From an optimization exercise on the open Yosys and OpenROAD flow, aimed at small area and a short achievable clock period; shortcuts taken in it are not production practice.
In this exercise RTL edits were held to simulation tests only and were not proved equivalent to the original.
Power figures rest on the tool's default switching activity, not on a simulated workload.

==> run X <==
// CannyEdge
module CannyEdge(dAddrRegRow, dAddrRegCol, bWE, bCE, InData, OutData,
	OPMode, bOPEnable, dReadReg, dWriteReg, clk, rst_b);
input  [2:0] dAddrRegRow, dAddrRegCol;
input        bWE, bCE;
input  [7:0] InData;
output [7:0] OutData;
reg    [7:0] OutData;
input  [2:0] OPMode;
input        bOPEnable;
input  [3:0] dReadReg, dWriteReg;
input        clk, rst_b;
reg [7:0] x [0:24];
reg [1:0] S;
reg       y6v;           
reg [1:0] y6c;           
reg [1:0] pd;            
reg [7:0] z1;            
reg [7:0] out_gf, out_grad, out_nms;
reg [1:0] out_dir;       
reg       out_bt;
wire wr = !bCE && !bWE;
wire rd = !bCE && bWE;
wire op = bCE && !bOPEnable;
wire op0 = op && S == 2'd0;
wire op1 = op && S == 2'd1;
wire op3 = op && S == 2'd3;
wire [4:0] rdec, cdec;
genvar gi;
generate for (gi = 0; gi < 5; gi = gi + 1) begin : g_dec
	assign rdec[gi] = dAddrRegRow == gi;
	assign cdec[gi] = dAddrRegCol == gi;
end endgenerate
wire [24:0] sel;
generate for (gi = 0; gi < 25; gi = gi + 1) begin : g_sel
	assign sel[gi] = rdec[gi/5] & cdec[gi%5];
end endgenerate
wire g1_1 = ~(~x[0][0] ^ x[1][0] ^ x[3][0]);
wire g1_2 = ~((~x[0][0] & ~x[1][0]) | (~x[3][0] & (~x[0][0] | ~x[1][0])));
wire g1_3 = ~(~x[4][0] ^ x[5][0] ^ ~x[6][0]);
wire g1_4 = ~((~x[4][0] & ~x[5][0]) | (x[6][0] & (~x[4][0] | ~x[5][0])));
wire g1_5 = ~(x[8][0] ^ x[9][0] ^ x[15][0]);
wire g1_6 = ~((x[8][0] & ~x[9][0]) | (~x[15][0] & (x[8][0] | ~x[9][0])));
wire g1_7 = ~(x[16][0] ^ ~x[18][0] ^ x[19][0]);
wire g1_8 = ~((x[16][0] & x[18][0]) | (~x[19][0] & (x[16][0] | x[18][0])));
wire g1_9 = ~(~x[20][0] ^ x[21][0] ^ x[23][0]);
wire g1_10 = ~((~x[20][0] & ~x[21][0]) | (~x[23][0] & (~x[20][0] | ~x[21][0])));
wire g1_11 = ~(~x[0][1] ^ x[1][1] ^ x[1][0]);
wire g1_12 = ~((~x[0][1] & ~x[1][1]) | (~x[1][0] & (~x[0][1] | ~x[1][1])));
wire g1_13 = ~(~x[3][1] ^ x[3][0] ^ x[4][1]);
wire g1_14 = ~((~x[3][1] & ~x[3][0]) | (~x[4][1] & (~x[3][1] | ~x[3][0])));
wire g1_15 = ~(~x[5][1] ^ x[5][0] ^ ~x[6][1]);
wire g1_16 = ~((~x[5][1] & ~x[5][0]) | (x[6][1] & (~x[5][1] | ~x[5][0])));
wire g1_17 = ~(~x[7][0] ^ ~x[8][1] ^ x[9][1]);
  ...
Settings: LEC_CHECK=0, CAP_MARGIN=20, CORE_MARGIN=2, CORE_UTILIZATION=55, PLACE_DENSITY=0.7, SETUP_SLACK_MARGIN=5, SLEW_MARGIN=20; clock period 10.0 ns.
run.sh (not shown) runs the stock make flow with config.mk's settings and CLKGATE_MAP_FILE= SYNTH_SCRIPT=/design/flow/synth_recipe.tcl, a recipe that flattens the netlist after the stock synthesis.
==> run D (differences from run X) <==
==> flow/flow/run.sh (new file) <==
#!/bin/bash
# Standard layout with two changes:
#  - after the standard synthesis, flow/polarity.py removes inverters between
#    full adders (a full adder is self-dual, so an adder can be implemented in
#    its inverted form); registers and all other cells are untouched;
#  - timing repair aims at a setup slack margin of MARGIN ns, and the port
#    buffers are plain buffers instead of the delay cell buffer_ports picks.
set -euo pipefail
MARGIN=5
R=orfs/results/sky130hd/CannyEdge/base
bash standard.sh synth > log_synth.txt 2>&1
cp $R/1_2_yosys.v $R/1_2_yosys_std.v
python3 flow/polarity.py $R/1_2_yosys_std.v $R/1_2_yosys.v > log_polarity.txt 2>&1
rm -f $R/1_synth.odb $R/1_synth.sdc
bash standard.sh SETUP_SLACK_MARGIN=$MARGIN "BUFFER_PORTS_ARGS=-buffer_cell sky130_fd_sc_hd__buf_2" finish > log_finish.txt 2>&1
==> flow/flow/polarity.py (new file) <==
#!/usr/bin/env python3
# Full-adder polarity clean-up on a Yosys netlist of sky130 cells.
# A full adder is self-dual: FA(~a,~b,~c) = (~cout, ~sum). Yosys's extract_fa
# picks input/output inversions freely, which leaves many inverters between
# adders. This pass chooses, for each fa cell, whether to implement it in the
# inverted form, so that as few signals as possible need an inverter, and then
# rebuilds the inverters (one per signal that needs the inverted polarity).
# Registers and all other cells are left as they are.
# usage: polarity.py in.v out.v
import re, sys, random

OUTPINS = {"X", "Y", "Q", "Q_N", "SUM", "COUT", "HI", "LO"}
src = open(sys.argv[1]).read()
cell_re = re.compile(r"^  (sky130_fd_sc_hd__\w+) (\S+)\s+\((.*?)\n  \);\n", re.S | re.M)
pin_re = re.compile(r"\.(\w+)\(([^()]*)\)")

cells = []
for m in cell_re.finditer(src):
    pins = [(p, n.strip()) for p, n in pin_re.findall(m.group(3))]
    cells.append([m.group(1), m.group(2), pins, m.start(), m.end()])

def is_inv(t):
    return t in ("sky130_fd_sc_hd__inv_1", "sky130_fd_sc_hd__clkinv_1")
def is_fa(t):
    return t.startswith("sky130_fd_sc_hd__fa_")

inv_of = {}       # inverter output net -> input net
for c in cells:
    if is_inv(c[0]):
        d = dict(c[2])
        inv_of[d["Y"]] = d["A"]
drv = {}          # net -> cell index (non-inverter drivers)
for i, c in enumerate(cells):
    if is_inv(c[0]):
        continue
    for p, n in c[2]:
        if p in OUTPINS:
            drv[n] = i

def root(n):
    par = 0
    seen = 0
    while n in inv_of:
        n = inv_of[n]; par ^= 1; seen += 1
        if seen > 100:
            raise SystemExit("inverter loop")
    return n, par

# consumers of each root: list of (cell index, pin, parity)
cons = {}
ext_inv_roots = set()
for i, c in enumerate(cells):
    if is_inv(c[0]):
        continue
    for p, n in c[2]:
        if p in OUTPINS:
            continue
        r, par = root(n)
        cons.setdefault(r, []).append((i, p, par))
# inverter outputs that are not consumed by any cell (e.g. ports) keep their inverters
consumed = set()
for c in cells:
    for p, n in c[2]:
        if p not in OUTPINS:
            consumed.add(n)
port_nets = set()
for m in re.finditer(r"^\s*output\s+(?:\[(\d+):(\d+)\]\s+)?(\S+);", src, re.M):
    if m.group(1):
        for b in range(int(m.group(2)), int(m.group(1)) + 1):
            port_nets.add("%s[%d]" % (m.group(3), b))
    else:
        port_nets.add(m.group(3))
for n in inv_of:
    if n in port_nets:
        raise SystemExit("inverter drives a port; not handled")

fa_idx = [i for i, c in enumerate(cells) if is_fa(c[0])]
f = {i: 0 for i in fa_idx}
def fl(i):
    return f.get(i, 0)
def root_cost(r):
    fd = fl(drv[r]) if r in drv else 0
    return 1 if any(par ^ fl(ci) ^ fd for ci, p, par in cons.get(r, [])) else 0

# roots touched by each fa: its outputs and its inputs
touch = {}
for i in fa_idx:
    rs = set()
    for p, n in cells[i][2]:
        if p in OUTPINS:
            rs.add(n)
        else:
            rs.add(root(n)[0])
    touch[i] = rs
before = sum(root_cost(r) for r in cons)
improved = True
it = 0
while improved and it < 50:
    improved = False
    it += 1
    order = fa_idx[:]
    random.Random(it).shuffle(order)
    for i in order:
        rs = touch[i]
        c0 = sum(root_cost(r) for r in rs)
        f[i] ^= 1
        c1 = sum(root_cost(r) for r in rs)
        if c1 < c0:
            improved = True
        else:
            f[i] ^= 1
after = sum(root_cost(r) for r in cons)
sys.stderr.write("polarity: %d fa cells, %d flipped, inverted signals %d -> %d, old inverter cells %d\n"
                 % (len(fa_idx), sum(f.values()), before, after, len(inv_of)))

# rebuild connections
newconn = {}   # (cell index, pin) -> net
newinv = []
k = 0
for r, lst in cons.items():
    fd = fl(drv[r]) if r in drv else 0
    need = [(ci, p) for ci, p, par in lst if par ^ fl(ci) ^ fd]
    keep = [(ci, p) for ci, p, par in lst if not (par ^ fl(ci) ^ fd)]
    for ci, p in keep:
        newconn[(ci, p)] = r
    if need:
        k += 1
        nn = "_pol%d_" % k
        newinv.append((nn, r))
        for ci, p in need:
            newconn[(ci, p)] = nn

out = []
pos = 0
wire_decl = "".join("  wire %s;\n" % nn for nn, r in newinv)
for i, c in enumerate(cells):
    out.append(src[pos:c[3]])
    pos = c[4]
    if is_inv(c[0]):
        continue
    pins = []
    for p, n in c[2]:
        if p not in OUTPINS:
            n = newconn[(i, p)]
        pins.append("    .%s(%s)" % (p, n if not n.startswith("\\") else n + " "))
    nm = c[1] + " " if c[1].startswith("\\") else c[1]
    out.append("  %s %s (\n%s\n  );\n" % (c[0], nm, ",\n".join(pins)))
tail = src[pos:]
for j, (nn, r) in enumerate(newinv):
    tail_cell = "  sky130_fd_sc_hd__inv_1 _polinv%d_ (\n    .A(%s),\n    .Y(%s)\n  );\n" % (
        j + 1, r if not r.startswith("\\") else r + " ", nn)
    out.append(tail_cell)
out.append(tail)
res = "".join(out)
# declare the new wires after the module header
mh = re.search(r"^module [^;]*;\n", res, re.M | re.S)
res = res[:mh.end()] + wire_decl + res[mh.end():]
n_in = len(re.findall(r"^  sky130_fd_sc_hd__", src, re.M))
if n_in != len(cells):
    raise SystemExit("parsed %d of %d cells" % (len(cells), n_in))
open(sys.argv[2], "w").write(res)
==> flow/standard.sh (new file) <==
#!/bin/bash
# synth_recipe.tcl (not shown) runs the flow's synth.tcl, then flattens the netlist and writes it again
# the make line also repeats each setting of config.mk as NAME=value (left out here)
make -C /OpenROAD-flow-scripts/flow DESIGN_CONFIG=/design/flow/config.mk WORK_HOME=/design/flow/orfs CLKGATE_MAP_FILE= SYNTH_SCRIPT=/design/flow/synth_recipe.tcl "${@:-finish}"
Settings changed: SETUP_SLACK_MARGIN 5 to default.
removed: flow/run.sh
==> qor.log <==
[cells_and_area] Repair and plain buffers 51
[power_and_ir_drop] P_comb 0.181 mW
[place] worst setup timing slack at the placement stage 5.34 ns
[worst_setup_path] Crit Reg-Reg Endpoint x[11][7]
[global_routing] met3 demand-to-capacity share in global routing 8.74%
[outcome] run status finished clean
[drt] drt total wl 68.5 mm
[cells_and_area] sequential fraction of total cell area 36.2%
[timing] slack of the critical path 5.66 ns
[cells_and_area] final standard cell utilization of the core 60.7%
the above is filed under run D

==> qor.log <==
[outcome] run status finished clean
[timing] accumulated negative setup slack 0 ns
[timing] RSZ-0062 raised after global routing no
[place] worst setup timing slack at the placement stage 4.91 ns
[cells_and_area] final standard cell utilization of the core 60.8%
[worst_setup_path] Crit Reg-Reg Endpoint Gx[10]
[global_routing] met3 demand-to-capacity share in global routing 10.2%
[global_routing] global-route wire length before repair 107 mm
[cells_and_area] Repair and plain buffers 54
[timing] slack of the critical path 5.38 ns
[cells_and_area] most frequent cells in the layout 527 x sky130_fd_sc_hd__inv_1, 382 x sky130_fd_sc_hd__fa_1, 323 x sky130_fd_sc_hd__edfxtp_1
[power_and_ir_drop] P_comb 0.191 mW
[drt] drt total wl 70.8 mm
[cells_and_area] sequential fraction of total cell area 34.3%
[global_routing] vias in the first global route 17300
[yosys] mean area per synthesized cell 12.8 sq um
[yosys] total of warnings raised by yosys 3
the above is filed under run X

-- re-timing with driven ports --
How much do the figures lean on ideal ports? The routed layouts below were timed once more, with nothing changed but the port constraints. Step 1 sets driving cells, clkbuf_16 on the clock port and buf_2 on the other inputs (assumed; they add their load-dependent delay and slew). Step 2 adds t to the input delays and takes it off the output delays; t is the mean of the earliest and latest rising clock arrival at the registers after step 1. Input paths then give back, and output paths get back, about the clock's delay inside the block. Three values: ideal ports, drivers, drivers and shift; two values: the first two.
run	t, ns	setup slack, ns	hold slack, ns	worst setup path after step 2
run X	0.596	5.384 / 5.390 / 4.794	0.425 / 0.425 / 0.425	input to register
run D	0.618	5.662 / 5.662 / 5.192	0.455 / 0.455 / 0.455	input to register
After both steps every run listed still meets setup and hold. For run X, which loses most, drivers alone change the setup slack by +0.006 ns; drivers and shift together by -0.590 ns.
